This is an optimization exercise on Yosys and OpenROAD, whose aim is small area and a short achievable clock period, not a production implementation.
No functional check of the RTL was part of any run shown here.
Power is estimated from default activity; no workload was simulated.

## design.v

```verilog
module VKSA_blocks (in_A, in_B, in_CI, out_BS, out_BG);
  input [255:0] in_A, in_B;
  input in_CI;
  output [255:0] out_BS;
  output [63:0] out_BG;
  wire [256:0] c;
  genvar i;
  generate
    for (i = 0; i < 256; i = i + 1) begin : g_bit
      wire ci;
      if (i == 0) begin : g_first
        assign ci = in_CI;
      end else if (i % 4 == 0) begin : g_block
        assign ci = 1'b0;
      end else begin : g_chain
        assign ci = c[i];
      end
      wire na = ~in_A[i], nb = ~in_B[i], nc = ~ci;
      assign out_BS[i] = ~(na ^ nb ^ nc);
      assign c[i+1] = ~((na & nb) | (na & nc) | (nb & nc));
    end
    for (i = 0; i < 64; i = i + 1) begin : g_bg
      assign out_BG[i] = c[(i+1)*4 > 256 ? 256 : (i+1)*4];
    end
  endgenerate
endmodule
module VKSA_256 (in_BS, in_BG, out_S, out_CO);
  input [255:0] in_BS;
  input [63:0] in_BG;
  output [255:0] out_S;
  output out_CO;
  wire bp_0 = &in_BS[3:0];
  wire bp_1 = &in_BS[7:4];
  wire bp_2 = &in_BS[11:8];
  wire bp_3 = &in_BS[15:12];
  wire bp_4 = &in_BS[19:16];
  wire bp_5 = &in_BS[23:20];
  wire bp_6 = &in_BS[27:24];
  wire bp_7 = &in_BS[31:28];
  wire bp_8 = &in_BS[35:32];
  wire bp_9 = &in_BS[39:36];
  wire bp_10 = &in_BS[43:40];
  wire bp_11 = &in_BS[47:44];
  wire bp_12 = &in_BS[51:48];
  wire bp_13 = &in_BS[55:52];
  wire bp_14 = &in_BS[59:56];
  wire bp_15 = &in_BS[63:60];
  wire bp_16 = &in_BS[67:64];
  wire bp_17 = &in_BS[71:68];
  wire bp_18 = &in_BS[75:72];
  wire bp_19 = &in_BS[79:76];
  wire bp_20 = &in_BS[83:80];
  wire bp_21 = &in_BS[87:84];
  wire bp_22 = &in_BS[91:88];
  wire bp_23 = &in_BS[95:92];
  wire bp_24 = &in_BS[99:96];
  wire bp_25 = &in_BS[103:100];
  wire bp_26 = &in_BS[107:104];
  wire bp_27 = &in_BS[111:108];
  wire bp_28 = &in_BS[115:112];
  wire bp_29 = &in_BS[119:116];
  wire bp_30 = &in_BS[123:120];
  wire bp_31 = &in_BS[127:124];
  wire bp_32 = &in_BS[131:128];
  wire bp_33 = &in_BS[135:132];
  wire bp_34 = &in_BS[139:136];
  wire bp_35 = &in_BS[143:140];
  wire bp_36 = &in_BS[147:144];
  wire bp_37 = &in_BS[151:148];
  wire bp_38 = &in_BS[155:152];
  wire bp_39 = &in_BS[159:156];
  wire bp_40 = &in_BS[163:160];
  wire bp_41 = &in_BS[167:164];
  wire bp_42 = &in_BS[171:168];
  wire bp_43 = &in_BS[175:172];
  wire bp_44 = &in_BS[179:176];
  wire bp_45 = &in_BS[183:180];
  wire bp_46 = &in_BS[187:184];
  wire bp_47 = &in_BS[191:188];
  wire bp_48 = &in_BS[195:192];
  wire bp_49 = &in_BS[199:196];
  wire bp_50 = &in_BS[203:200];
  wire bp_51 = &in_BS[207:204];
  wire bp_52 = &in_BS[211:208];
  wire bp_53 = &in_BS[215:212];
  wire bp_54 = &in_BS[219:216];
  wire bp_55 = &in_BS[223:220];
  wire bp_56 = &in_BS[227:224];
  wire bp_57 = &in_BS[231:228];
  wire bp_58 = &in_BS[235:232];
  wire bp_59 = &in_BS[239:236];
  wire bp_60 = &in_BS[243:240];
  wire bp_61 = &in_BS[247:244];
  wire bp_62 = &in_BS[251:248];
  wire bp_63 = &in_BS[255:252];
  wire pg_0 = in_BG[1] | (bp_1 & in_BG[0]);
  wire pg_1 = in_BG[3] | (bp_3 & in_BG[2]);
  wire pp_1 = bp_3 & bp_2;
  wire pg_2 = in_BG[5] | (bp_5 & in_BG[4]);
  wire pp_2 = bp_5 & bp_4;
  wire pg_3 = in_BG[7] | (bp_7 & in_BG[6]);
  wire pp_3 = bp_7 & bp_6;
  wire pg_4 = in_BG[9] | (bp_9 & in_BG[8]);
  wire pp_4 = bp_9 & bp_8;
  wire pg_5 = in_BG[11] | (bp_11 & in_BG[10]);
  wire pp_5 = bp_11 & bp_10;
  wire pg_6 = in_BG[13] | (bp_13 & in_BG[12]);
  wire pp_6 = bp_13 & bp_12;
  wire pg_7 = in_BG[15] | (bp_15 & in_BG[14]);
  wire pp_7 = bp_15 & bp_14;
  wire pg_8 = in_BG[17] | (bp_17 & in_BG[16]);
  wire pp_8 = bp_17 & bp_16;
  wire pg_9 = in_BG[19] | (bp_19 & in_BG[18]);
  wire pp_9 = bp_19 & bp_18;
  wire pg_10 = in_BG[21] | (bp_21 & in_BG[20]);
  wire pp_10 = bp_21 & bp_20;
  wire pg_11 = in_BG[23] | (bp_23 & in_BG[22]);
  wire pp_11 = bp_23 & bp_22;
  wire pg_12 = in_BG[25] | (bp_25 & in_BG[24]);
  wire pp_12 = bp_25 & bp_24;
  wire pg_13 = in_BG[27] | (bp_27 & in_BG[26]);
  wire pp_13 = bp_27 & bp_26;
  wire pg_14 = in_BG[29] | (bp_29 & in_BG[28]);
  wire pp_14 = bp_29 & bp_28;
  wire pg_15 = in_BG[31] | (bp_31 & in_BG[30]);
  wire pp_15 = bp_31 & bp_30;
  wire pg_16 = in_BG[33] | (bp_33 & in_BG[32]);
  wire pp_16 = bp_33 & bp_32;
  wire pg_17 = in_BG[35] | (bp_35 & in_BG[34]);
  wire pp_17 = bp_35 & bp_34;
  wire pg_18 = in_BG[37] | (bp_37 & in_BG[36]);
  wire pp_18 = bp_37 & bp_36;
  wire pg_19 = in_BG[39] | (bp_39 & in_BG[38]);
  wire pp_19 = bp_39 & bp_38;
  wire pg_20 = in_BG[41] | (bp_41 & in_BG[40]);
  wire pp_20 = bp_41 & bp_40;
  wire pg_21 = in_BG[43] | (bp_43 & in_BG[42]);
  wire pp_21 = bp_43 & bp_42;
  wire pg_22 = in_BG[45] | (bp_45 & in_BG[44]);
  wire pp_22 = bp_45 & bp_44;
  wire pg_23 = in_BG[47] | (bp_47 & in_BG[46]);
  wire pp_23 = bp_47 & bp_46;
  wire pg_24 = in_BG[49] | (bp_49 & in_BG[48]);
  wire pp_24 = bp_49 & bp_48;
  wire pg_25 = in_BG[51] | (bp_51 & in_BG[50]);
  wire pp_25 = bp_51 & bp_50;
  wire pg_26 = in_BG[53] | (bp_53 & in_BG[52]);
  wire pp_26 = bp_53 & bp_52;
  wire pg_27 = in_BG[55] | (bp_55 & in_BG[54]);
  wire pp_27 = bp_55 & bp_54;
  wire pg_28 = in_BG[57] | (bp_57 & in_BG[56]);
  wire pp_28 = bp_57 & bp_56;
  wire pg_29 = in_BG[59] | (bp_59 & in_BG[58]);
  wire pp_29 = bp_59 & bp_58;
  wire pg_30 = in_BG[61] | (bp_61 & in_BG[60]);
  wire pp_30 = bp_61 & bp_60;
  wire pg_31 = in_BG[63] | (bp_63 & in_BG[62]);
  wire pp_31 = bp_63 & bp_62;
  wire pg_32 = in_BG[2] | (bp_2 & pg_0);
  wire pg_33 = pg_1 | (pp_1 & pg_0);
  wire pg_34 = in_BG[6] | (bp_6 & pg_2);
  wire pp_34 = bp_6 & pp_2;
  wire pg_35 = pg_3 | (pp_3 & pg_2);
  wire pp_35 = pp_3 & pp_2;
  wire pg_36 = in_BG[10] | (bp_10 & pg_4);
  wire pp_36 = bp_10 & pp_4;
  wire pg_37 = pg_5 | (pp_5 & pg_4);
  wire pp_37 = pp_5 & pp_4;
  wire pg_38 = in_BG[14] | (bp_14 & pg_6);
  wire pp_38 = bp_14 & pp_6;
  wire pg_39 = pg_7 | (pp_7 & pg_6);
  wire pp_39 = pp_7 & pp_6;
  wire pg_40 = in_BG[18] | (bp_18 & pg_8);
  wire pp_40 = bp_18 & pp_8;
  wire pg_41 = pg_9 | (pp_9 & pg_8);
  wire pp_41 = pp_9 & pp_8;
  wire pg_42 = in_BG[22] | (bp_22 & pg_10);
  wire pp_42 = bp_22 & pp_10;
  wire pg_43 = pg_11 | (pp_11 & pg_10);
  wire pp_43 = pp_11 & pp_10;
  wire pg_44 = in_BG[26] | (bp_26 & pg_12);
  wire pp_44 = bp_26 & pp_12;
  wire pg_45 = pg_13 | (pp_13 & pg_12);
  wire pp_45 = pp_13 & pp_12;
  wire pg_46 = in_BG[30] | (bp_30 & pg_14);
  wire pp_46 = bp_30 & pp_14;
  wire pg_47 = pg_15 | (pp_15 & pg_14);
  wire pp_47 = pp_15 & pp_14;
  wire pg_48 = in_BG[34] | (bp_34 & pg_16);
  wire pp_48 = bp_34 & pp_16;
  wire pg_49 = pg_17 | (pp_17 & pg_16);
  wire pp_49 = pp_17 & pp_16;
  wire pg_50 = in_BG[38] | (bp_38 & pg_18);
  wire pp_50 = bp_38 & pp_18;
  wire pg_51 = pg_19 | (pp_19 & pg_18);
  wire pp_51 = pp_19 & pp_18;
  wire pg_52 = in_BG[42] | (bp_42 & pg_20);
  wire pp_52 = bp_42 & pp_20;
  wire pg_53 = pg_21 | (pp_21 & pg_20);
  wire pp_53 = pp_21 & pp_20;
  wire pg_54 = in_BG[46] | (bp_46 & pg_22);
  wire pp_54 = bp_46 & pp_22;
  wire pg_55 = pg_23 | (pp_23 & pg_22);
  wire pp_55 = pp_23 & pp_22;
  wire pg_56 = in_BG[50] | (bp_50 & pg_24);
  wire pp_56 = bp_50 & pp_24;
  wire pg_57 = pg_25 | (pp_25 & pg_24);
  wire pp_57 = pp_25 & pp_24;
  wire pg_58 = in_BG[54] | (bp_54 & pg_26);
  wire pp_58 = bp_54 & pp_26;
  wire pg_59 = pg_27 | (pp_27 & pg_26);
  wire pp_59 = pp_27 & pp_26;
  wire pg_60 = in_BG[58] | (bp_58 & pg_28);
  wire pp_60 = bp_58 & pp_28;
  wire pg_61 = pg_29 | (pp_29 & pg_28);
  wire pp_61 = pp_29 & pp_28;
  wire pg_62 = in_BG[62] | (bp_62 & pg_30);
  wire pp_62 = bp_62 & pp_30;
  wire pg_63 = pg_31 | (pp_31 & pg_30);
  wire pp_63 = pp_31 & pp_30;
  wire pg_64 = in_BG[4] | (bp_4 & pg_33);
  wire pg_65 = pg_2 | (pp_2 & pg_33);
  wire pg_66 = pg_34 | (pp_34 & pg_33);
  wire pg_67 = pg_35 | (pp_35 & pg_33);
  wire pg_68 = in_BG[12] | (bp_12 & pg_37);
  wire pp_68 = bp_12 & pp_37;
  wire pg_69 = pg_6 | (pp_6 & pg_37);
  wire pp_69 = pp_6 & pp_37;
  wire pg_70 = pg_38 | (pp_38 & pg_37);
  wire pp_70 = pp_38 & pp_37;
  wire pg_71 = pg_39 | (pp_39 & pg_37);
  wire pp_71 = pp_39 & pp_37;
  wire pg_72 = in_BG[20] | (bp_20 & pg_41);
  wire pp_72 = bp_20 & pp_41;
  wire pg_73 = pg_10 | (pp_10 & pg_41);
  wire pp_73 = pp_10 & pp_41;
  wire pg_74 = pg_42 | (pp_42 & pg_41);
  wire pp_74 = pp_42 & pp_41;
  wire pg_75 = pg_43 | (pp_43 & pg_41);
  wire pp_75 = pp_43 & pp_41;
  wire pg_76 = in_BG[28] | (bp_28 & pg_45);
  wire pp_76 = bp_28 & pp_45;
  wire pg_77 = pg_14 | (pp_14 & pg_45);
  wire pp_77 = pp_14 & pp_45;
  wire pg_78 = pg_46 | (pp_46 & pg_45);
  wire pp_78 = pp_46 & pp_45;
  wire pg_79 = pg_47 | (pp_47 & pg_45);
  wire pp_79 = pp_47 & pp_45;
  wire pg_80 = in_BG[36] | (bp_36 & pg_49);
  wire pp_80 = bp_36 & pp_49;
  wire pg_81 = pg_18 | (pp_18 & pg_49);
  wire pp_81 = pp_18 & pp_49;
  wire pg_82 = pg_50 | (pp_50 & pg_49);
  wire pp_82 = pp_50 & pp_49;
  wire pg_83 = pg_51 | (pp_51 & pg_49);
  wire pp_83 = pp_51 & pp_49;
  wire pg_84 = in_BG[44] | (bp_44 & pg_53);
  wire pp_84 = bp_44 & pp_53;
  wire pg_85 = pg_22 | (pp_22 & pg_53);
  wire pp_85 = pp_22 & pp_53;
  wire pg_86 = pg_54 | (pp_54 & pg_53);
  wire pp_86 = pp_54 & pp_53;
  wire pg_87 = pg_55 | (pp_55 & pg_53);
  wire pp_87 = pp_55 & pp_53;
  wire pg_88 = in_BG[52] | (bp_52 & pg_57);
  wire pp_88 = bp_52 & pp_57;
  wire pg_89 = pg_26 | (pp_26 & pg_57);
  wire pp_89 = pp_26 & pp_57;
  wire pg_90 = pg_58 | (pp_58 & pg_57);
  wire pp_90 = pp_58 & pp_57;
  wire pg_91 = pg_59 | (pp_59 & pg_57);
  wire pp_91 = pp_59 & pp_57;
  wire pg_92 = in_BG[60] | (bp_60 & pg_61);
  wire pp_92 = bp_60 & pp_61;
  wire pg_93 = pg_30 | (pp_30 & pg_61);
  wire pp_93 = pp_30 & pp_61;
  wire pg_94 = pg_62 | (pp_62 & pg_61);
  wire pp_94 = pp_62 & pp_61;
  wire pg_95 = pg_63 | (pp_63 & pg_61);
  wire pp_95 = pp_63 & pp_61;
  wire pg_96 = in_BG[8] | (bp_8 & pg_67);
  wire pg_97 = pg_4 | (pp_4 & pg_67);
  wire pg_98 = pg_36 | (pp_36 & pg_67);
  wire pg_99 = pg_37 | (pp_37 & pg_67);
  wire pg_100 = pg_68 | (pp_68 & pg_67);
  wire pg_101 = pg_69 | (pp_69 & pg_67);
  wire pg_102 = pg_70 | (pp_70 & pg_67);
  wire pg_103 = pg_71 | (pp_71 & pg_67);
  wire pg_104 = in_BG[24] | (bp_24 & pg_75);
  wire pp_104 = bp_24 & pp_75;
  wire pg_105 = pg_12 | (pp_12 & pg_75);
  wire pp_105 = pp_12 & pp_75;
  wire pg_106 = pg_44 | (pp_44 & pg_75);
  wire pp_106 = pp_44 & pp_75;
  wire pg_107 = pg_45 | (pp_45 & pg_75);
  wire pp_107 = pp_45 & pp_75;
  wire pg_108 = pg_76 | (pp_76 & pg_75);
  wire pp_108 = pp_76 & pp_75;
  wire pg_109 = pg_77 | (pp_77 & pg_75);
  wire pp_109 = pp_77 & pp_75;
  wire pg_110 = pg_78 | (pp_78 & pg_75);
  wire pp_110 = pp_78 & pp_75;
  wire pg_111 = pg_79 | (pp_79 & pg_75);
  wire pp_111 = pp_79 & pp_75;
  wire pg_112 = in_BG[40] | (bp_40 & pg_83);
  wire pp_112 = bp_40 & pp_83;
  wire pg_113 = pg_20 | (pp_20 & pg_83);
  wire pp_113 = pp_20 & pp_83;
  wire pg_114 = pg_52 | (pp_52 & pg_83);
  wire pp_114 = pp_52 & pp_83;
  wire pg_115 = pg_53 | (pp_53 & pg_83);
  wire pp_115 = pp_53 & pp_83;
  wire pg_116 = pg_84 | (pp_84 & pg_83);
  wire pp_116 = pp_84 & pp_83;
  wire pg_117 = pg_85 | (pp_85 & pg_83);
  wire pp_117 = pp_85 & pp_83;
  wire pg_118 = pg_86 | (pp_86 & pg_83);
  wire pp_118 = pp_86 & pp_83;
  wire pg_119 = pg_87 | (pp_87 & pg_83);
  wire pp_119 = pp_87 & pp_83;
  wire pg_120 = in_BG[56] | (bp_56 & pg_91);
  wire pp_120 = bp_56 & pp_91;
  wire pg_121 = pg_28 | (pp_28 & pg_91);
  wire pp_121 = pp_28 & pp_91;
  wire pg_122 = pg_60 | (pp_60 & pg_91);
  wire pp_122 = pp_60 & pp_91;
  wire pg_123 = pg_61 | (pp_61 & pg_91);
  wire pp_123 = pp_61 & pp_91;
  wire pg_124 = pg_92 | (pp_92 & pg_91);
  wire pp_124 = pp_92 & pp_91;
  wire pg_125 = pg_93 | (pp_93 & pg_91);
  wire pp_125 = pp_93 & pp_91;
  wire pg_126 = pg_94 | (pp_94 & pg_91);
  wire pp_126 = pp_94 & pp_91;
  wire pg_127 = pg_95 | (pp_95 & pg_91);
  wire pp_127 = pp_95 & pp_91;
  wire pg_128 = in_BG[16] | (bp_16 & pg_103);
  wire pg_129 = pg_8 | (pp_8 & pg_103);
  wire pg_130 = pg_40 | (pp_40 & pg_103);
  wire pg_131 = pg_41 | (pp_41 & pg_103);
  wire pg_132 = pg_72 | (pp_72 & pg_103);
  wire pg_133 = pg_73 | (pp_73 & pg_103);
  wire pg_134 = pg_74 | (pp_74 & pg_103);
  wire pg_135 = pg_75 | (pp_75 & pg_103);
  wire pg_136 = pg_104 | (pp_104 & pg_103);
  wire pg_137 = pg_105 | (pp_105 & pg_103);
  wire pg_138 = pg_106 | (pp_106 & pg_103);
  wire pg_139 = pg_107 | (pp_107 & pg_103);
  wire pg_140 = pg_108 | (pp_108 & pg_103);
  wire pg_141 = pg_109 | (pp_109 & pg_103);
  wire pg_142 = pg_110 | (pp_110 & pg_103);
  wire pg_143 = pg_111 | (pp_111 & pg_103);
  wire pg_144 = in_BG[48] | (bp_48 & pg_119);
  wire pp_144 = bp_48 & pp_119;
  wire pg_145 = pg_24 | (pp_24 & pg_119);
  wire pp_145 = pp_24 & pp_119;
  wire pg_146 = pg_56 | (pp_56 & pg_119);
  wire pp_146 = pp_56 & pp_119;
  wire pg_147 = pg_57 | (pp_57 & pg_119);
  wire pp_147 = pp_57 & pp_119;
  wire pg_148 = pg_88 | (pp_88 & pg_119);
  wire pp_148 = pp_88 & pp_119;
  wire pg_149 = pg_89 | (pp_89 & pg_119);
  wire pp_149 = pp_89 & pp_119;
  wire pg_150 = pg_90 | (pp_90 & pg_119);
  wire pp_150 = pp_90 & pp_119;
  wire pg_151 = pg_91 | (pp_91 & pg_119);
  wire pp_151 = pp_91 & pp_119;
  wire pg_152 = pg_120 | (pp_120 & pg_119);
  wire pp_152 = pp_120 & pp_119;
  wire pg_153 = pg_121 | (pp_121 & pg_119);
  wire pp_153 = pp_121 & pp_119;
  wire pg_154 = pg_122 | (pp_122 & pg_119);
  wire pp_154 = pp_122 & pp_119;
  wire pg_155 = pg_123 | (pp_123 & pg_119);
  wire pp_155 = pp_123 & pp_119;
  wire pg_156 = pg_124 | (pp_124 & pg_119);
  wire pp_156 = pp_124 & pp_119;
  wire pg_157 = pg_125 | (pp_125 & pg_119);
  wire pp_157 = pp_125 & pp_119;
  wire pg_158 = pg_126 | (pp_126 & pg_119);
  wire pp_158 = pp_126 & pp_119;
  wire pg_159 = pg_127 | (pp_127 & pg_119);
  wire pp_159 = pp_127 & pp_119;
  wire pg_160 = in_BG[32] | (bp_32 & pg_143);
  wire pg_161 = pg_16 | (pp_16 & pg_143);
  wire pg_162 = pg_48 | (pp_48 & pg_143);
  wire pg_163 = pg_49 | (pp_49 & pg_143);
  wire pg_164 = pg_80 | (pp_80 & pg_143);
  wire pg_165 = pg_81 | (pp_81 & pg_143);
  wire pg_166 = pg_82 | (pp_82 & pg_143);
  wire pg_167 = pg_83 | (pp_83 & pg_143);
  wire pg_168 = pg_112 | (pp_112 & pg_143);
  wire pg_169 = pg_113 | (pp_113 & pg_143);
  wire pg_170 = pg_114 | (pp_114 & pg_143);
  wire pg_171 = pg_115 | (pp_115 & pg_143);
  wire pg_172 = pg_116 | (pp_116 & pg_143);
  wire pg_173 = pg_117 | (pp_117 & pg_143);
  wire pg_174 = pg_118 | (pp_118 & pg_143);
  wire pg_175 = pg_119 | (pp_119 & pg_143);
  wire pg_176 = pg_144 | (pp_144 & pg_143);
  wire pg_177 = pg_145 | (pp_145 & pg_143);
  wire pg_178 = pg_146 | (pp_146 & pg_143);
  wire pg_179 = pg_147 | (pp_147 & pg_143);
  wire pg_180 = pg_148 | (pp_148 & pg_143);
  wire pg_181 = pg_149 | (pp_149 & pg_143);
  wire pg_182 = pg_150 | (pp_150 & pg_143);
  wire pg_183 = pg_151 | (pp_151 & pg_143);
  wire pg_184 = pg_152 | (pp_152 & pg_143);
  wire pg_185 = pg_153 | (pp_153 & pg_143);
  wire pg_186 = pg_154 | (pp_154 & pg_143);
  wire pg_187 = pg_155 | (pp_155 & pg_143);
  wire pg_188 = pg_156 | (pp_156 & pg_143);
  wire pg_189 = pg_157 | (pp_157 & pg_143);
  wire pg_190 = pg_158 | (pp_158 & pg_143);
  wire pg_191 = pg_159 | (pp_159 & pg_143);
  wire bc_0 = 1'b0;
  assign out_S[0] = in_BS[0] ^ bc_0;
  assign out_S[1] = in_BS[1] ^ (bc_0 & (&in_BS[0:0]));
  assign out_S[2] = in_BS[2] ^ (bc_0 & (&in_BS[1:0]));
  assign out_S[3] = in_BS[3] ^ (bc_0 & (&in_BS[2:0]));
  wire bc_1 = in_BG[0];
  assign out_S[4] = in_BS[4] ^ bc_1;
  assign out_S[5] = in_BS[5] ^ (bc_1 & (&in_BS[4:4]));
  assign out_S[6] = in_BS[6] ^ (bc_1 & (&in_BS[5:4]));
  assign out_S[7] = in_BS[7] ^ (bc_1 & (&in_BS[6:4]));
  wire bc_2 = pg_0;
  assign out_S[8] = in_BS[8] ^ bc_2;
  assign out_S[9] = in_BS[9] ^ (bc_2 & (&in_BS[8:8]));
  assign out_S[10] = in_BS[10] ^ (bc_2 & (&in_BS[9:8]));
  assign out_S[11] = in_BS[11] ^ (bc_2 & (&in_BS[10:8]));
  wire bc_3 = pg_32;
  assign out_S[12] = in_BS[12] ^ bc_3;
  assign out_S[13] = in_BS[13] ^ (bc_3 & (&in_BS[12:12]));
  assign out_S[14] = in_BS[14] ^ (bc_3 & (&in_BS[13:12]));
  assign out_S[15] = in_BS[15] ^ (bc_3 & (&in_BS[14:12]));
  wire bc_4 = pg_33;
  assign out_S[16] = in_BS[16] ^ bc_4;
  assign out_S[17] = in_BS[17] ^ (bc_4 & (&in_BS[16:16]));
  assign out_S[18] = in_BS[18] ^ (bc_4 & (&in_BS[17:16]));
  assign out_S[19] = in_BS[19] ^ (bc_4 & (&in_BS[18:16]));
  wire bc_5 = pg_64;
  assign out_S[20] = in_BS[20] ^ bc_5;
  assign out_S[21] = in_BS[21] ^ (bc_5 & (&in_BS[20:20]));
  assign out_S[22] = in_BS[22] ^ (bc_5 & (&in_BS[21:20]));
  assign out_S[23] = in_BS[23] ^ (bc_5 & (&in_BS[22:20]));
  wire bc_6 = pg_65;
  assign out_S[24] = in_BS[24] ^ bc_6;
  assign out_S[25] = in_BS[25] ^ (bc_6 & (&in_BS[24:24]));
  assign out_S[26] = in_BS[26] ^ (bc_6 & (&in_BS[25:24]));
  assign out_S[27] = in_BS[27] ^ (bc_6 & (&in_BS[26:24]));
  wire bc_7 = pg_66;
  assign out_S[28] = in_BS[28] ^ bc_7;
  assign out_S[29] = in_BS[29] ^ (bc_7 & (&in_BS[28:28]));
  assign out_S[30] = in_BS[30] ^ (bc_7 & (&in_BS[29:28]));
  assign out_S[31] = in_BS[31] ^ (bc_7 & (&in_BS[30:28]));
  wire bc_8 = pg_67;
  assign out_S[32] = in_BS[32] ^ bc_8;
  assign out_S[33] = in_BS[33] ^ (bc_8 & (&in_BS[32:32]));
  assign out_S[34] = in_BS[34] ^ (bc_8 & (&in_BS[33:32]));
  assign out_S[35] = in_BS[35] ^ (bc_8 & (&in_BS[34:32]));
  wire bc_9 = pg_96;
  assign out_S[36] = in_BS[36] ^ bc_9;
  assign out_S[37] = in_BS[37] ^ (bc_9 & (&in_BS[36:36]));
  assign out_S[38] = in_BS[38] ^ (bc_9 & (&in_BS[37:36]));
  assign out_S[39] = in_BS[39] ^ (bc_9 & (&in_BS[38:36]));
  wire bc_10 = pg_97;
  assign out_S[40] = in_BS[40] ^ bc_10;
  assign out_S[41] = in_BS[41] ^ (bc_10 & (&in_BS[40:40]));
  assign out_S[42] = in_BS[42] ^ (bc_10 & (&in_BS[41:40]));
  assign out_S[43] = in_BS[43] ^ (bc_10 & (&in_BS[42:40]));
  wire bc_11 = pg_98;
  assign out_S[44] = in_BS[44] ^ bc_11;
  assign out_S[45] = in_BS[45] ^ (bc_11 & (&in_BS[44:44]));
  assign out_S[46] = in_BS[46] ^ (bc_11 & (&in_BS[45:44]));
  assign out_S[47] = in_BS[47] ^ (bc_11 & (&in_BS[46:44]));
  wire bc_12 = pg_99;
  assign out_S[48] = in_BS[48] ^ bc_12;
  assign out_S[49] = in_BS[49] ^ (bc_12 & (&in_BS[48:48]));
  assign out_S[50] = in_BS[50] ^ (bc_12 & (&in_BS[49:48]));
  assign out_S[51] = in_BS[51] ^ (bc_12 & (&in_BS[50:48]));
  wire bc_13 = pg_100;
  assign out_S[52] = in_BS[52] ^ bc_13;
  assign out_S[53] = in_BS[53] ^ (bc_13 & (&in_BS[52:52]));
  assign out_S[54] = in_BS[54] ^ (bc_13 & (&in_BS[53:52]));
  assign out_S[55] = in_BS[55] ^ (bc_13 & (&in_BS[54:52]));
  wire bc_14 = pg_101;
  assign out_S[56] = in_BS[56] ^ bc_14;
  assign out_S[57] = in_BS[57] ^ (bc_14 & (&in_BS[56:56]));
  assign out_S[58] = in_BS[58] ^ (bc_14 & (&in_BS[57:56]));
  assign out_S[59] = in_BS[59] ^ (bc_14 & (&in_BS[58:56]));
  wire bc_15 = pg_102;
  assign out_S[60] = in_BS[60] ^ bc_15;
  assign out_S[61] = in_BS[61] ^ (bc_15 & (&in_BS[60:60]));
  assign out_S[62] = in_BS[62] ^ (bc_15 & (&in_BS[61:60]));
  assign out_S[63] = in_BS[63] ^ (bc_15 & (&in_BS[62:60]));
  wire bc_16 = pg_103;
  assign out_S[64] = in_BS[64] ^ bc_16;
  assign out_S[65] = in_BS[65] ^ (bc_16 & (&in_BS[64:64]));
  assign out_S[66] = in_BS[66] ^ (bc_16 & (&in_BS[65:64]));
  assign out_S[67] = in_BS[67] ^ (bc_16 & (&in_BS[66:64]));
  wire bc_17 = pg_128;
  assign out_S[68] = in_BS[68] ^ bc_17;
  assign out_S[69] = in_BS[69] ^ (bc_17 & (&in_BS[68:68]));
  assign out_S[70] = in_BS[70] ^ (bc_17 & (&in_BS[69:68]));
  assign out_S[71] = in_BS[71] ^ (bc_17 & (&in_BS[70:68]));
  wire bc_18 = pg_129;
  assign out_S[72] = in_BS[72] ^ bc_18;
  assign out_S[73] = in_BS[73] ^ (bc_18 & (&in_BS[72:72]));
  assign out_S[74] = in_BS[74] ^ (bc_18 & (&in_BS[73:72]));
  assign out_S[75] = in_BS[75] ^ (bc_18 & (&in_BS[74:72]));
  wire bc_19 = pg_130;
  assign out_S[76] = in_BS[76] ^ bc_19;
  assign out_S[77] = in_BS[77] ^ (bc_19 & (&in_BS[76:76]));
  assign out_S[78] = in_BS[78] ^ (bc_19 & (&in_BS[77:76]));
  assign out_S[79] = in_BS[79] ^ (bc_19 & (&in_BS[78:76]));
  wire bc_20 = pg_131;
  assign out_S[80] = in_BS[80] ^ bc_20;
  assign out_S[81] = in_BS[81] ^ (bc_20 & (&in_BS[80:80]));
  assign out_S[82] = in_BS[82] ^ (bc_20 & (&in_BS[81:80]));
  assign out_S[83] = in_BS[83] ^ (bc_20 & (&in_BS[82:80]));
  wire bc_21 = pg_132;
  assign out_S[84] = in_BS[84] ^ bc_21;
  assign out_S[85] = in_BS[85] ^ (bc_21 & (&in_BS[84:84]));
  assign out_S[86] = in_BS[86] ^ (bc_21 & (&in_BS[85:84]));
  assign out_S[87] = in_BS[87] ^ (bc_21 & (&in_BS[86:84]));
  wire bc_22 = pg_133;
  assign out_S[88] = in_BS[88] ^ bc_22;
  assign out_S[89] = in_BS[89] ^ (bc_22 & (&in_BS[88:88]));
  assign out_S[90] = in_BS[90] ^ (bc_22 & (&in_BS[89:88]));
  assign out_S[91] = in_BS[91] ^ (bc_22 & (&in_BS[90:88]));
  wire bc_23 = pg_134;
  assign out_S[92] = in_BS[92] ^ bc_23;
  assign out_S[93] = in_BS[93] ^ (bc_23 & (&in_BS[92:92]));
  assign out_S[94] = in_BS[94] ^ (bc_23 & (&in_BS[93:92]));
  assign out_S[95] = in_BS[95] ^ (bc_23 & (&in_BS[94:92]));
  wire bc_24 = pg_135;
  assign out_S[96] = in_BS[96] ^ bc_24;
  assign out_S[97] = in_BS[97] ^ (bc_24 & (&in_BS[96:96]));
  assign out_S[98] = in_BS[98] ^ (bc_24 & (&in_BS[97:96]));
  assign out_S[99] = in_BS[99] ^ (bc_24 & (&in_BS[98:96]));
  wire bc_25 = pg_136;
  assign out_S[100] = in_BS[100] ^ bc_25;
  assign out_S[101] = in_BS[101] ^ (bc_25 & (&in_BS[100:100]));
  assign out_S[102] = in_BS[102] ^ (bc_25 & (&in_BS[101:100]));
  assign out_S[103] = in_BS[103] ^ (bc_25 & (&in_BS[102:100]));
  wire bc_26 = pg_137;
  assign out_S[104] = in_BS[104] ^ bc_26;
  assign out_S[105] = in_BS[105] ^ (bc_26 & (&in_BS[104:104]));
  assign out_S[106] = in_BS[106] ^ (bc_26 & (&in_BS[105:104]));
  assign out_S[107] = in_BS[107] ^ (bc_26 & (&in_BS[106:104]));
  wire bc_27 = pg_138;
  assign out_S[108] = in_BS[108] ^ bc_27;
  assign out_S[109] = in_BS[109] ^ (bc_27 & (&in_BS[108:108]));
  assign out_S[110] = in_BS[110] ^ (bc_27 & (&in_BS[109:108]));
  assign out_S[111] = in_BS[111] ^ (bc_27 & (&in_BS[110:108]));
  wire bc_28 = pg_139;
  assign out_S[112] = in_BS[112] ^ bc_28;
  assign out_S[113] = in_BS[113] ^ (bc_28 & (&in_BS[112:112]));
  assign out_S[114] = in_BS[114] ^ (bc_28 & (&in_BS[113:112]));
  assign out_S[115] = in_BS[115] ^ (bc_28 & (&in_BS[114:112]));
  wire bc_29 = pg_140;
  assign out_S[116] = in_BS[116] ^ bc_29;
  assign out_S[117] = in_BS[117] ^ (bc_29 & (&in_BS[116:116]));
  assign out_S[118] = in_BS[118] ^ (bc_29 & (&in_BS[117:116]));
  assign out_S[119] = in_BS[119] ^ (bc_29 & (&in_BS[118:116]));
  wire bc_30 = pg_141;
  assign out_S[120] = in_BS[120] ^ bc_30;
  assign out_S[121] = in_BS[121] ^ (bc_30 & (&in_BS[120:120]));
  assign out_S[122] = in_BS[122] ^ (bc_30 & (&in_BS[121:120]));
  assign out_S[123] = in_BS[123] ^ (bc_30 & (&in_BS[122:120]));
  wire bc_31 = pg_142;
  assign out_S[124] = in_BS[124] ^ bc_31;
  assign out_S[125] = in_BS[125] ^ (bc_31 & (&in_BS[124:124]));
  assign out_S[126] = in_BS[126] ^ (bc_31 & (&in_BS[125:124]));
  assign out_S[127] = in_BS[127] ^ (bc_31 & (&in_BS[126:124]));
  wire bc_32 = pg_143;
  assign out_S[128] = in_BS[128] ^ bc_32;
  assign out_S[129] = in_BS[129] ^ (bc_32 & (&in_BS[128:128]));
  assign out_S[130] = in_BS[130] ^ (bc_32 & (&in_BS[129:128]));
  assign out_S[131] = in_BS[131] ^ (bc_32 & (&in_BS[130:128]));
  wire bc_33 = pg_160;
  assign out_S[132] = in_BS[132] ^ bc_33;
  assign out_S[133] = in_BS[133] ^ (bc_33 & (&in_BS[132:132]));
  assign out_S[134] = in_BS[134] ^ (bc_33 & (&in_BS[133:132]));
  assign out_S[135] = in_BS[135] ^ (bc_33 & (&in_BS[134:132]));
  wire bc_34 = pg_161;
  assign out_S[136] = in_BS[136] ^ bc_34;
  assign out_S[137] = in_BS[137] ^ (bc_34 & (&in_BS[136:136]));
  assign out_S[138] = in_BS[138] ^ (bc_34 & (&in_BS[137:136]));
  assign out_S[139] = in_BS[139] ^ (bc_34 & (&in_BS[138:136]));
  wire bc_35 = pg_162;
  assign out_S[140] = in_BS[140] ^ bc_35;
  assign out_S[141] = in_BS[141] ^ (bc_35 & (&in_BS[140:140]));
  assign out_S[142] = in_BS[142] ^ (bc_35 & (&in_BS[141:140]));
  assign out_S[143] = in_BS[143] ^ (bc_35 & (&in_BS[142:140]));
  wire bc_36 = pg_163;
  assign out_S[144] = in_BS[144] ^ bc_36;
  assign out_S[145] = in_BS[145] ^ (bc_36 & (&in_BS[144:144]));
  assign out_S[146] = in_BS[146] ^ (bc_36 & (&in_BS[145:144]));
  assign out_S[147] = in_BS[147] ^ (bc_36 & (&in_BS[146:144]));
  wire bc_37 = pg_164;
  assign out_S[148] = in_BS[148] ^ bc_37;
  assign out_S[149] = in_BS[149] ^ (bc_37 & (&in_BS[148:148]));
  assign out_S[150] = in_BS[150] ^ (bc_37 & (&in_BS[149:148]));
  assign out_S[151] = in_BS[151] ^ (bc_37 & (&in_BS[150:148]));
  wire bc_38 = pg_165;
  assign out_S[152] = in_BS[152] ^ bc_38;
  assign out_S[153] = in_BS[153] ^ (bc_38 & (&in_BS[152:152]));
  assign out_S[154] = in_BS[154] ^ (bc_38 & (&in_BS[153:152]));
  assign out_S[155] = in_BS[155] ^ (bc_38 & (&in_BS[154:152]));
  wire bc_39 = pg_166;
  assign out_S[156] = in_BS[156] ^ bc_39;
  assign out_S[157] = in_BS[157] ^ (bc_39 & (&in_BS[156:156]));
  assign out_S[158] = in_BS[158] ^ (bc_39 & (&in_BS[157:156]));
  assign out_S[159] = in_BS[159] ^ (bc_39 & (&in_BS[158:156]));
  wire bc_40 = pg_167;
  assign out_S[160] = in_BS[160] ^ bc_40;
  assign out_S[161] = in_BS[161] ^ (bc_40 & (&in_BS[160:160]));
  assign out_S[162] = in_BS[162] ^ (bc_40 & (&in_BS[161:160]));
  assign out_S[163] = in_BS[163] ^ (bc_40 & (&in_BS[162:160]));
  wire bc_41 = pg_168;
  assign out_S[164] = in_BS[164] ^ bc_41;
  assign out_S[165] = in_BS[165] ^ (bc_41 & (&in_BS[164:164]));
  assign out_S[166] = in_BS[166] ^ (bc_41 & (&in_BS[165:164]));
  assign out_S[167] = in_BS[167] ^ (bc_41 & (&in_BS[166:164]));
  wire bc_42 = pg_169;
  assign out_S[168] = in_BS[168] ^ bc_42;
  assign out_S[169] = in_BS[169] ^ (bc_42 & (&in_BS[168:168]));
  assign out_S[170] = in_BS[170] ^ (bc_42 & (&in_BS[169:168]));
  assign out_S[171] = in_BS[171] ^ (bc_42 & (&in_BS[170:168]));
  wire bc_43 = pg_170;
  assign out_S[172] = in_BS[172] ^ bc_43;
  assign out_S[173] = in_BS[173] ^ (bc_43 & (&in_BS[172:172]));
  assign out_S[174] = in_BS[174] ^ (bc_43 & (&in_BS[173:172]));
  assign out_S[175] = in_BS[175] ^ (bc_43 & (&in_BS[174:172]));
  wire bc_44 = pg_171;
  assign out_S[176] = in_BS[176] ^ bc_44;
  assign out_S[177] = in_BS[177] ^ (bc_44 & (&in_BS[176:176]));
  assign out_S[178] = in_BS[178] ^ (bc_44 & (&in_BS[177:176]));
  assign out_S[179] = in_BS[179] ^ (bc_44 & (&in_BS[178:176]));
  wire bc_45 = pg_172;
  assign out_S[180] = in_BS[180] ^ bc_45;
  assign out_S[181] = in_BS[181] ^ (bc_45 & (&in_BS[180:180]));
  assign out_S[182] = in_BS[182] ^ (bc_45 & (&in_BS[181:180]));
  assign out_S[183] = in_BS[183] ^ (bc_45 & (&in_BS[182:180]));
  wire bc_46 = pg_173;
  assign out_S[184] = in_BS[184] ^ bc_46;
  assign out_S[185] = in_BS[185] ^ (bc_46 & (&in_BS[184:184]));
  assign out_S[186] = in_BS[186] ^ (bc_46 & (&in_BS[185:184]));
  assign out_S[187] = in_BS[187] ^ (bc_46 & (&in_BS[186:184]));
  wire bc_47 = pg_174;
  assign out_S[188] = in_BS[188] ^ bc_47;
  assign out_S[189] = in_BS[189] ^ (bc_47 & (&in_BS[188:188]));
  assign out_S[190] = in_BS[190] ^ (bc_47 & (&in_BS[189:188]));
  assign out_S[191] = in_BS[191] ^ (bc_47 & (&in_BS[190:188]));
  wire bc_48 = pg_175;
  assign out_S[192] = in_BS[192] ^ bc_48;
  assign out_S[193] = in_BS[193] ^ (bc_48 & (&in_BS[192:192]));
  assign out_S[194] = in_BS[194] ^ (bc_48 & (&in_BS[193:192]));
  assign out_S[195] = in_BS[195] ^ (bc_48 & (&in_BS[194:192]));
  wire bc_49 = pg_176;
  assign out_S[196] = in_BS[196] ^ bc_49;
  assign out_S[197] = in_BS[197] ^ (bc_49 & (&in_BS[196:196]));
  assign out_S[198] = in_BS[198] ^ (bc_49 & (&in_BS[197:196]));
  assign out_S[199] = in_BS[199] ^ (bc_49 & (&in_BS[198:196]));
  wire bc_50 = pg_177;
  assign out_S[200] = in_BS[200] ^ bc_50;
  assign out_S[201] = in_BS[201] ^ (bc_50 & (&in_BS[200:200]));
  assign out_S[202] = in_BS[202] ^ (bc_50 & (&in_BS[201:200]));
  assign out_S[203] = in_BS[203] ^ (bc_50 & (&in_BS[202:200]));
  wire bc_51 = pg_178;
  assign out_S[204] = in_BS[204] ^ bc_51;
  assign out_S[205] = in_BS[205] ^ (bc_51 & (&in_BS[204:204]));
  assign out_S[206] = in_BS[206] ^ (bc_51 & (&in_BS[205:204]));
  assign out_S[207] = in_BS[207] ^ (bc_51 & (&in_BS[206:204]));
  wire bc_52 = pg_179;
  assign out_S[208] = in_BS[208] ^ bc_52;
  assign out_S[209] = in_BS[209] ^ (bc_52 & (&in_BS[208:208]));
  assign out_S[210] = in_BS[210] ^ (bc_52 & (&in_BS[209:208]));
  assign out_S[211] = in_BS[211] ^ (bc_52 & (&in_BS[210:208]));
  wire bc_53 = pg_180;
  assign out_S[212] = in_BS[212] ^ bc_53;
  assign out_S[213] = in_BS[213] ^ (bc_53 & (&in_BS[212:212]));
  assign out_S[214] = in_BS[214] ^ (bc_53 & (&in_BS[213:212]));
  assign out_S[215] = in_BS[215] ^ (bc_53 & (&in_BS[214:212]));
  wire bc_54 = pg_181;
  assign out_S[216] = in_BS[216] ^ bc_54;
  assign out_S[217] = in_BS[217] ^ (bc_54 & (&in_BS[216:216]));
  assign out_S[218] = in_BS[218] ^ (bc_54 & (&in_BS[217:216]));
  assign out_S[219] = in_BS[219] ^ (bc_54 & (&in_BS[218:216]));
  wire bc_55 = pg_182;
  assign out_S[220] = in_BS[220] ^ bc_55;
  assign out_S[221] = in_BS[221] ^ (bc_55 & (&in_BS[220:220]));
  assign out_S[222] = in_BS[222] ^ (bc_55 & (&in_BS[221:220]));
  assign out_S[223] = in_BS[223] ^ (bc_55 & (&in_BS[222:220]));
  wire bc_56 = pg_183;
  assign out_S[224] = in_BS[224] ^ bc_56;
  assign out_S[225] = in_BS[225] ^ (bc_56 & (&in_BS[224:224]));
  assign out_S[226] = in_BS[226] ^ (bc_56 & (&in_BS[225:224]));
  assign out_S[227] = in_BS[227] ^ (bc_56 & (&in_BS[226:224]));
  wire bc_57 = pg_184;
  assign out_S[228] = in_BS[228] ^ bc_57;
  assign out_S[229] = in_BS[229] ^ (bc_57 & (&in_BS[228:228]));
  assign out_S[230] = in_BS[230] ^ (bc_57 & (&in_BS[229:228]));
  assign out_S[231] = in_BS[231] ^ (bc_57 & (&in_BS[230:228]));
  wire bc_58 = pg_185;
  assign out_S[232] = in_BS[232] ^ bc_58;
  assign out_S[233] = in_BS[233] ^ (bc_58 & (&in_BS[232:232]));
  assign out_S[234] = in_BS[234] ^ (bc_58 & (&in_BS[233:232]));
  assign out_S[235] = in_BS[235] ^ (bc_58 & (&in_BS[234:232]));
  wire bc_59 = pg_186;
  assign out_S[236] = in_BS[236] ^ bc_59;
  assign out_S[237] = in_BS[237] ^ (bc_59 & (&in_BS[236:236]));
  assign out_S[238] = in_BS[238] ^ (bc_59 & (&in_BS[237:236]));
  assign out_S[239] = in_BS[239] ^ (bc_59 & (&in_BS[238:236]));
  wire bc_60 = pg_187;
  assign out_S[240] = in_BS[240] ^ bc_60;
  assign out_S[241] = in_BS[241] ^ (bc_60 & (&in_BS[240:240]));
  assign out_S[242] = in_BS[242] ^ (bc_60 & (&in_BS[241:240]));
  assign out_S[243] = in_BS[243] ^ (bc_60 & (&in_BS[242:240]));
  wire bc_61 = pg_188;
  assign out_S[244] = in_BS[244] ^ bc_61;
  assign out_S[245] = in_BS[245] ^ (bc_61 & (&in_BS[244:244]));
  assign out_S[246] = in_BS[246] ^ (bc_61 & (&in_BS[245:244]));
  assign out_S[247] = in_BS[247] ^ (bc_61 & (&in_BS[246:244]));
  wire bc_62 = pg_189;
  assign out_S[248] = in_BS[248] ^ bc_62;
  assign out_S[249] = in_BS[249] ^ (bc_62 & (&in_BS[248:248]));
  assign out_S[250] = in_BS[250] ^ (bc_62 & (&in_BS[249:248]));
  assign out_S[251] = in_BS[251] ^ (bc_62 & (&in_BS[250:248]));
  wire bc_63 = pg_190;
  assign out_S[252] = in_BS[252] ^ bc_63;
  assign out_S[253] = in_BS[253] ^ (bc_63 & (&in_BS[252:252]));
  assign out_S[254] = in_BS[254] ^ (bc_63 & (&in_BS[253:252]));
  assign out_S[255] = in_BS[255] ^ (bc_63 & (&in_BS[254:252]));
  assign out_CO = pg_191;
endmodule
module VKSA_256_top (in_clk, in_A, in_B, in_CI, out_S, out_CO);
  input in_clk;
  input [255:0] in_A, in_B;
  input in_CI;
  output reg [255:0] out_S;
  output reg out_CO;
  wire [255:0] w_bs;
  wire [63:0] w_bg;
  reg [255:0] r_bs;
  reg [63:0] r_bg;
  wire [255:0] w_S;
  wire w_CO;
  VKSA_blocks U0 (.in_A(in_A), .in_B(in_B), .in_CI(in_CI), .out_BS(w_bs), .out_BG(w_bg));
  always @(posedge in_clk) begin
    r_bs <= w_bs;
    r_bg <= w_bg;
    out_S <= w_S;
    out_CO <= w_CO;
  end
  VKSA_256 U1 (.in_BS(r_bs), .in_BG(r_bg), .out_S(w_S), .out_CO(w_CO));
endmodule
```

## flow/run.sh

```bash
#!/bin/bash
# Standard synthesis and layout, but with plain buffers on the ports
# (buffer_ports would otherwise pick clkdlybuf4s50_1, a slow delay cell).
set -euo pipefail
bash standard.sh synth > synth.log 2>&1
bash standard.sh "BUFFER_PORTS_ARGS=-buffer_cell ${PORT_BUF:-sky130_fd_sc_hd__buf_1}" finish > layout.log 2>&1
```

## standard.sh

```bash
#!/bin/bash
# synth_recipe.tcl (not shown) runs the flow's synth.tcl, then flattens the netlist and writes it again
# the make line also repeats each setting of config.mk as NAME=value (left out here)
make -C /OpenROAD-flow-scripts/flow DESIGN_CONFIG=/design/flow/config.mk WORK_HOME=/design/flow/orfs CLKGATE_MAP_FILE= SYNTH_SCRIPT=/design/flow/synth_recipe.tcl "${@:-finish}"
```

## config.mk

```make
export PLATFORM = sky130hd
export DESIGN_NAME = VKSA_256_top
export DESIGN_NICKNAME = VKSA_256_top
export VERILOG_FILES = /design/flow/design.v
export SDC_FILE = /design/flow/constraint.sdc
export NUM_CORES = 4
export LEC_CHECK = 0
export ABC_AREA = 1
export CAP_MARGIN = 20
export CORE_MARGIN = 2
export CORE_UTILIZATION = 40
export SLEW_MARGIN = 20
```

## constraint.sdc

```tcl
create_clock -name core_clock -period 5.5 [get_ports {in_clk}]
set_input_delay 1.1000 -clock core_clock [delete_from_list [all_inputs] [get_ports {in_clk}]]
set_output_delay 1.1000 -clock core_clock [all_outputs]
set_load 0.01 [all_outputs]
```

==> results.sh, run 1 <==
export IMPL_status="timing/DRC/antenna clean"
export IMPL_ant_nets=0
export IMPL_cts_buffers=58
export IMPL_required_ps=5980
export IMPL_wirelength_um=68100
export IMPL_cap_viol_max_count=0
export IMPL_hold_buffers=0
export IMPL_min_delay_start="r_bs[1]"
export IMPL_hold_depth=0
export IMPL_timing_final_crit_share_pct=49.1
export IMPL_clk_transition_reported_paths_ps=60
export IMPL_cts_setup_buffers=0
export IMPL_area_growth_pct=24.7
export IMPL_ctsResizeCount=0
export IMPL_syn_inst=2239
export IMPL_vias=17700
export IMPL_synthSimpleGateAreaFrac_pct=16.9
export IMPL_cts_root_buf="clkbuf_16"
export IMPL_via_per_inst=4.56
export IMPL_rsz0062_at_grt="no"
export IMPL_start_kind="register"
export IMPL_wl_per_cell_um=17.6
export IMPL_r2r_start="r_bs[32]"
export IMPL_fin_nets=3897
export IMPL_h_tree_depth=2
export IMPL_grtUsageTotal_pct=22.0
export IMPL_tns_ps=0
export IMPL_grt_pass1_wl_um=101000
export IMPL_max_freq_ghz=0.370
export IMPL_path_class="reg2reg"
export IMPL_fin_crit_ps=2700
export IMPL_io_pins=771
export IMPL_netlist_area_sq_um=23400
export IMPL_cts_buffer_depth=3
export IMPL_grt_pass1_vias=18300
export IMPL_cp_startpoint="r_bs[32]"
export IMPL_insertion_delay_ps=610
export IMPL_ir_drop_mv=0.264
export IMPL_regArea_sq_um=11600
export IMPL_grt_max_degree=36
export IMPL_synthMuxAreaShare_pct=0
export IMPL_fillCellCount=5384
export IMPL_dr_pass1_iters=7
export IMPL_core_area_sq_um=57800
export IMPL_hpwl_um=58300
export IMPL_gp_congestion=0.946
export IMPL_ys_seq_area_share_pct=49.3
export IMPL_dp_cells=3769
export IMPL_io_buffer_count=770
export IMPL_finalSetupViolations=0
export IMPL_antenna_found_initial=5
export IMPL_die_y_um=246
export IMPL_cts_sinks=577
export IMPL_multiInputGateArea_sq_um=10900
export IMPL_synthAdderAreaFrac_pct=23.2
export IMPL_synth_top_family_by_area="adder cells"
export IMPL_slew_headroom_pct=65.9
export IMPL_final_cells=3880
export IMPL_drc_errors=0
export IMPL_final_hold_violation_count=0
export IMPL_reg2reg_setup_slack_ps=2800
export IMPL_avgSynthCellArea_sq_um=10.5
export IMPL_start_util_pct=40.6
export IMPL_yosys_cell_types_count=40
export IMPL_hp_class="reg2reg"
export IMPL_synth_compound_area_share_pct=2.51
export IMPL_drv_slew=0
export IMPL_cp_arrival_ps=3180
export IMPL_reg2reg_depth=13
export IMPL_powerDensity_nw_per_um2=402
export IMPL_dieArea_sq_um=60600
export IMPL_synth_seq_cells=577
export IMPL_synth_warnings=1
export IMPL_synth_xor_xnor_area_share_pct=3.70
export IMPL_cts_tree="built"
export IMPL_placementRows=88
export IMPL_grt_overflow_total=0
export IMPL_worstHoldEndpoint="out_S[1]"
export IMPL_worstSetupEndpointType="register"
export IMPL_crit_fanout=35
export IMPL_finClkSkew_ps=22.3
export IMPL_r2r_end="out_S[217]"
export IMPL_cellLeakagePower_nw=13.2
export IMPL_die_x_um=246
export IMPL_layout_drive_gt1_share_pct=7.71
export IMPL_tightestPinTransition_ps=513
export IMPL_first_iter_violations=607
export IMPL_synthesis_nets=3072
-- routing by layer --
metal | GRT usage, % | vias up | wire length [um]
met5 | 0 | - | 13
met2 | 42.0 | 557 | 36400
met1 | 24.3 | 8434 | 25500
met3 | 4.29 | 108 | 4310
li1 | - | 8598 | -
met4 | 7.17 | 2 | 1890
-- worst max-delay path by stage --
stage,end,slack [ps],cells after the start
floorplan,r_bs[3],2680,4
global placement,r_bs[3],2490,5
detailed placement,r_bs[3],2500,5
CTS,out_S[217],2770,14
global route,out_S[225],2650,12
finish,out_S[217],2800,13
-- metrics by stage --
step | total power [mW] | cell area [sq um] | setup slack [ps] | hold slack (ps) | utilization, %
after floorplan | 6.57 | 23400 | 2680 | 310 | -
after global placement | 7.71 | 27200 | 2490 | 312 | 47.1
after detailed placement | 7.77 | 27200 | 2500 | 315 | 47.1
after CTS | 11.9 | 29200 | 2770 | 329 | 50.6
after global routing | 12.4 | 29200 | 2650 | 346 | 50.6
final | 11.8 | 29200 | 2800 | 327 | 50.6
-- power by group --
| part | internal [mW] | total [mW] | switching, mW |
|---|---|---|---|
| clock | 2.45 | 4.11 | 1.67 |
| combinational | 0.794 | 2.24 | 1.44 |
| sequential | 5.02 | 5.41 | 0.397 |
| total | 8.26 | 11.8 | 3.51 |
-- Yosys cell counts (all sizes together) --
| library cell | count | area share (%) |
|---|---|---|
| inv | 257 | 4.1 |
| nor4 | 2 | 0.053 |
| a211oi | 2 | 0.064 |
| nand2 | 582 | 11 |
| nor2 | 156 | 2.8 |
| and2 | 2 | 0.053 |
| a21oi | 67 | 1.6 |
| xor2 | 81 | 3.0 |
| nand4 | 9 | 0.24 |
| a21o | 5 | 0.16 |
| xnor2 | 18 | 0.67 |
| buf | 5 | 0.33 |
| o21ai | 2 | 0.043 |
| nand3b | 3 | 0.096 |
| nand3 | 119 | 2.6 |
| dfxtp | 577 | 49 |
| a21boi | 4 | 0.13 |
| fa | 193 | 16 |
| a31oi | 5 | 0.13 |
| and3 | 1 | 0.027 |
| nor3 | 14 | 0.48 |
| a31o | 2 | 0.075 |
| ha | 126 | 6.7 |
| o21bai | 7 | 0.29 |
-- layout make-up --
type | count | share of cell area, %
diodes | 3 | 0.0257
clock buffers | 83 | 5.84
clock inverters | 25 | 1.08
inverters | 257 | 3.30
multi-input cells | 1400 | 37.1
flip-flops and latches | 577 | 39.5
well taps | 765 | 3.27
repair buffers | 770 | 9.88
-- cells by family after synthesis --
kind of cell,Yosys count
flops,577
simple gates,888
compound gates,94
xor+xnor,99
fa+ha+maj,319
buf+inv,262
-- state kept, by name, summed over array words and instances, names as in the netlist --
signal  cells
out_S     256
r_bs      256
r_bg       64
out_CO      1
-- cell usage in the layout, fill, tap and decap left out, types with 29 or more instances in the layout --
cell / n
a21oi_1: 57
xor2_1: 81
buf_1: 770
clkbuf_16: 59
fa_1: 193
nand3_1: 117
inv_1: 211
dfxtp_1: 577
inv_2: 46
ha_1: 126
nor2_1: 134
nand2_1: 530
nand2_4: 29
-- worst max-delay path: stages, from the launching register on --
cell and delay, ps:
dfxtp_1 360, nand2_1 70, nor2_1 210, and2_1 200
nand2_1 120, nor3_4 160, nand2_4 70, nand2_4 210
nand2_4 110, nand2_8 270, nand2_1 120, nand2_2 140
ha_1 180, xor2_1 300
==> inputs of run 2 (changes only) <==
--- a/design.v
+++ b/design.v
@@ -16,7 +16,6 @@
         assign ci = c[i];
       end
-      wire na = ~in_A[i], nb = ~in_B[i], nc = ~ci;
-      assign out_BS[i] = ~(na ^ nb ^ nc);
-      assign c[i+1] = ~((na & nb) | (na & nc) | (nb & nc));
+      assign out_BS[i] = in_A[i] ^ in_B[i] ^ ci;
+      assign c[i+1] = (in_A[i] & in_B[i]) | (in_A[i] & ci) | (in_B[i] & ci);
     end
     for (i = 0; i < 64; i = i + 1) begin : g_bg
==> run.sh (new file) <==
#!/bin/bash
# synth_recipe.tcl (not shown) runs the flow's synth.tcl, then flattens the netlist and writes it again
# the make line also repeats each setting of config.mk as NAME=value (left out here)
make -C /OpenROAD-flow-scripts/flow DESIGN_CONFIG=/design/flow/config.mk WORK_HOME=/design/flow/orfs CLKGATE_MAP_FILE= SYNTH_SCRIPT=/design/flow/synth_recipe.tcl finish
--- a/config.mk
+++ b/config.mk
@@ -6,5 +6,4 @@
 export NUM_CORES = 4
 export LEC_CHECK = 0
-export ABC_AREA = 1
 export CAP_MARGIN = 20
 export CORE_MARGIN = 2
removed: flow/run.sh
removed: standard.sh
==> run 2 against run 1 <==
Effect of this change:
- clock power is essentially flat
- routed wire length rose by 10%
- cell count decreased by 6.2%
- via count shrank 4.7%
- fmax shrank 27%
- core utilization is 8.3 points higher
- setup slack lost 1000 ps
- clock skew is 8.8 ps higher
- global-route usage rose by 2.6 points
- critical path depth is the same
==> results.sh, run 2 <==
export IMPL_fin_nets=3658
export IMPL_io_buffer_count=770
export IMPL_clkPwrFrac_pct=32.3
export IMPL_fin_util_pct=58.9
export IMPL_tns_ps=0
export IMPL_power_mw=12.8
export IMPL_synth_warnings=1
export IMPL_dieArea_sq_um=60000
export IMPL_final_hold_violation_count=0
export IMPL_pwr_share_seq_pct=43.3
export IMPL_via_per_inst=4.63
export IMPL_required_ps=5990
export IMPL_io_pins=771
export IMPL_yosys_top_cells_count="dfxtp_1 (577), inv_1 (370), fa_1 (193), ha_1 (126), xor2_1 (113)"
export IMPL_grt_pass1_wl_um=108000
export IMPL_synth_edf_count=0
export IMPL_grt_max_degree=15
export IMPL_synth_compound_area_share_pct=5.31
export IMPL_synthSimpleGateAreaFrac_pct=8.58
export IMPL_ctsResizeCount=0
export IMPL_final_common_cell="clkdlybuf4s50_1"
export IMPL_first_iter_violations=627
export IMPL_avgSynthCellArea_sq_um=11.6
export IMPL_hold_buffers=0
export IMPL_cts_sinks=577
export IMPL_synth_top_flop_cell="dfxtp_1"
export IMPL_cts_buffer_depth=3
export IMPL_max_freq_ghz=0.269
export IMPL_vias=16900
export IMPL_switchingPower_mw=3.55
export IMPL_multiInputGateArea_sq_um=10300
export IMPL_layout_drive_gt1_share_pct=4.35
export IMPL_swShare_pct=27.8
export IMPL_finalSetupViolations=0
export IMPL_yosysMostFrequentCell="dfxtp_1"
export IMPL_powerDensity_nw_per_um2=376
export IMPL_h_tree_depth=2
export IMPL_drc_errors=0
export IMPL_cts_buffers=59
export IMPL_grt_overflow_total=0
export IMPL_synth_area_top_cells="dfxtp_1 (50%), fa_1 (17%), ha_1 (6.8%)"
export IMPL_worstSetupEndpointType="register"
export IMPL_start_util_pct=40.3
export IMPL_cp_arrival_ps=4200
export IMPL_path_class="reg2reg"
export IMPL_fin_crit_ps=3710
export IMPL_p_comb_share_pct=24.5
export IMPL_cts_setup_buffers=0
export IMPL_final_cells=3638
export IMPL_reg_top3="out_S x256, r_bs x256, r_bg x64"
export IMPL_drv_slew=0
export IMPL_timing_final_crit_share_pct=67.5
export IMPL_synth_xor_xnor_area_share_pct=6.83
export IMPL_cell_internal_pwr_mw=9.22
export IMPL_setup_ws_ps=1790
export IMPL_rsz0062_at_grt="no"
export IMPL_netlist_area_sq_um=23200
export IMPL_yosysTopAreaCell="dfxtp_1"
export IMPL_cellLeakagePower_nw=15.1
export IMPL_dr_pass1_iters=5
export IMPL_crit_fanout=13
export IMPL_hp_class="reg2reg"
export IMPL_grt_pass1_vias=17900
export IMPL_synth_top_family_by_area="adder cells"
export IMPL_synth_seq_cells=577
export IMPL_insertion_delay_ps=610
export IMPL_slew_headroom_pct=38.7
export IMPL_grtUsageTotal_pct=24.6
export IMPL_clk_transition_reported_paths_ps=60
export IMPL_synthAdderAreaFrac_pct=23.4
export IMPL_cap_viol_max_count=0
export IMPL_finClkSkew_ps=31.1
export IMPL_placementRows=88
export IMPL_synthesis_nets=2830
export IMPL_place_worst_setup_slack_ps=1820
export IMPL_tightestPinTransition_ps=912
export IMPL_cts_root_buf="clkbuf_16"
export IMPL_synth_top_cell_area_share_pct=49.7
export IMPL_yosys_cell_types_count=69
export IMPL_ir_drop_mv=0.273
export IMPL_status="timing/DRC/antenna clean"
export IMPL_core_area_sq_um=57600
export IMPL_ys_seq_area_share_pct=49.7
export IMPL_fillCellCount=4795
export IMPL_die_y_um=245
export IMPL_antenna_found_initial=6
export IMPL_regArea_sq_um=11600
export IMPL_cts_tree="built"
export IMPL_wirelength_um=75100
export IMPL_die_x_um=245
export IMPL_dp_cells=3529
export IMPL_area_growth_pct=46.0
export IMPL_hpwl_um=65100
export IMPL_wl_per_cell_um=20.6
export IMPL_ant_nets=0
export IMPL_gp_congestion=0.980
export IMPL_synthMuxAreaShare_pct=0
export IMPL_start_kind="register"
export IMPL_syn_inst=1997
export IMPL_layout_common_cells="clkdlybuf4s50_1 (770), dfxtp_1 (577), inv_1 (370), fa_1 (193), ha_1 (126)"
export IMPL_synthArstFlopShare_pct=0
## run 2: cell count changes in the layout (fill, tap and decap cells not counted), moves of 69 or more
cell and change:
clkdlybuf4s50_1 +770, inv_1 +159, buf_1 -770, nand3_1 -69, nand2_1 -455, nor2_1 -81
## run 2: routing by layer
metal / wire, um / vias up / track usage [%]
met5: 34 / - / 0
met3: 5550 / 109 / 6.58
met4: 1960 / 6 / 7.35
met1: 27800 / 8123 / 26.5
met2: 39700 / 541 / 46.7
li1: - / 8083 / -
## run 2: cells by family (layout without fill, tap and decap cells)
kind of cell / after synthesis / in the layout
other: 0 / 2
AO/OA/AOI/OAI: 180 / 180
adder cells (fa/ha/maj): 319 / 319
XOR/XNOR: 181 / 181
buffers and inverters: 376 / 1250
AND/OR/NAND/NOR: 364 / 364
flip-flops: 577 / 577
## run 2: worst max-delay path, cell delays in order, from the launching register on
cell and delay [ps]:
dfxtp_1 340, and4_1 220, a2111oi_0 430, a211o_1 200, a21oi_1 160, o31ai_1 700, and3b_4 380, inv_4 60
a21oi_2 460, inv_2 120, nand2_1 80, nand2_1 60, ha_1 210, xor2_1 130
## run 2: final timing paths
check	startpoint	endpoint	slack (ps)	depth (start not counted)
worst max-delay path	r_bs[38]	out_S[217]	1790	13
worst min-delay path	r_bs[1]	out_S[1]	330	0
worst max register to register	r_bs[38]	out_S[217]	1790	13
worst min register to register	r_bs[1]	out_S[1]	330	0
## run 2: cell type report
class	count	area share, %
repair buffers	770	22.7
inverters	373	4.14
flip-flops and latches	577	34.1
well taps	765	2.82
multi-input cells	1044	30.2
diodes	2	0.0148
clock buffers	89	5.34
clock inverters	18	0.657
## run 2: stage by stage
| step | hold slack [ps] | instance area, sq um |
|---|---|---|
| 2_1_floorplan | 310 | 23200 |
| 3_3_place_gp | 311 | 31900 |
| 3_5_place_dp | 313 | 31900 |
| 4_1_cts | 327 | 33900 |
| 5_1_grt | 329 | 33900 |
| 6_report | 326 | 33900 |
## run 2: power groups by stage
stage | logic, mW | clock network, mW | registers, mW
floorplan | 0.844 | 0 | 5.75
global placement | 3.16 | 0 | 5.59
detailed placement | 3.16 | 0 | 5.61
CTS | 3.19 | 4.20 | 5.53
global route | 3.37 | 4.37 | 5.62
finish | 3.13 | 4.12 | 5.52
==> inputs of run 3 (changes only) <==
--- a/config.mk
+++ b/config.mk
@@ -6,6 +6,7 @@
 export NUM_CORES = 4
 export LEC_CHECK = 0
+export ABC_AREA = 1
 export CAP_MARGIN = 20
 export CORE_MARGIN = 2
-export CORE_UTILIZATION = 40
+export CORE_UTILIZATION = 60
 export SLEW_MARGIN = 20
==> run 3 against run 2 <==
Effect of this change:
- the flow now stops in 3_2_place_iop
- synthesized area increased by 6.5%
- synthesized cell count up 28%
==> results.sh, run 3 <==
export IMPL_stop_error="[ERROR PPL-0024] Number of IO pins (771) exceeds maximum number of available positions (742). Increase the die perimeter from 828.16um to 1048.56um."
export IMPL_synth_area_top_cells="dfxtp_1 (47%), fa_1 (16%), inv_1 (8.5%)"
export IMPL_synthAdderAreaFrac_pct=22.0
export IMPL_synth_warnings=1
export IMPL_yosys_cell_types_count=38
export IMPL_synth_top_family_by_area="adder cells"
export IMPL_start_util_pct=60.7
export IMPL_netlist_area_sq_um=24700
export IMPL_syn_inst=2556
export IMPL_placementRows=74
export IMPL_synth_compound_area_share_pct=2.07
export IMPL_synthSimpleGateAreaFrac_pct=16.9
export IMPL_yosysMostFrequentCell="dfxtp_1"
export IMPL_synthesis_nets=3389
export IMPL_ys_seq_area_share_pct=46.7
export IMPL_synth_seq_cells=577
export IMPL_synth_top_cell_area_share_pct=46.7
export IMPL_avgSynthCellArea_sq_um=9.68
export IMPL_synthArstFlopShare_pct=0
export IMPL_status="stopped before the end"
export IMPL_synth_top_flop_cell="dfxtp_1"
export IMPL_synth_edf_count=0
export IMPL_die_x_um=207
export IMPL_yosysTopAreaCell="dfxtp_1"
export IMPL_flow_stopped_at="3_2_place_iop"
export IMPL_die_y_um=207
export IMPL_synthMuxAreaShare_pct=0
export IMPL_synth_xor_xnor_area_share_pct=3.43
export IMPL_yosys_top_cells_count="dfxtp_1 (577), inv_1 (561), nand2_1 (521), fa_1 (193)"
==> run 3: cells by family after synthesis <==
kind of cell,after synthesis
fa+ha+maj,319
buf+inv,573
compound gates,88
flops,577
xor+xnor,97
simple gates,902

-- afterwards: timing with drivers on the ports --
In the flow no input, the clock included, has a driving cell. The finished layouts below were timed again as built, in two steps.
Step 1: set_driving_cell puts a clkbuf_16 on in_clk and a buf_2 on each other input, an assumption about the parent block.
Step 2 times the ports against the registers' clock, not the clock port: input delays grow and output delays shrink by t, the midpoint of the rising clock arrivals with the driver on.
Three values: ideal ports, drivers, drivers and shift; two values: the first two.
| run | shift t [ns] | slack for setup (ns) | hold slack, ns | pins driven straight from the clock port |
|---|---|---|---|---|
| run 1 | 0.661 | 2.799 / 2.799 / 2.470 | 0.327 / 0.327 / 0.327 | 1 |
| run 2 | 0.657 | 1.787 / 1.787 / 1.787 | 0.326 / 0.326 / 0.326 | 1 |
After both steps setup and hold are still met in every run listed. For run 1, which loses most, drivers alone change the setup slack by 0.000 ns; drivers and shift together by -0.329 ns.
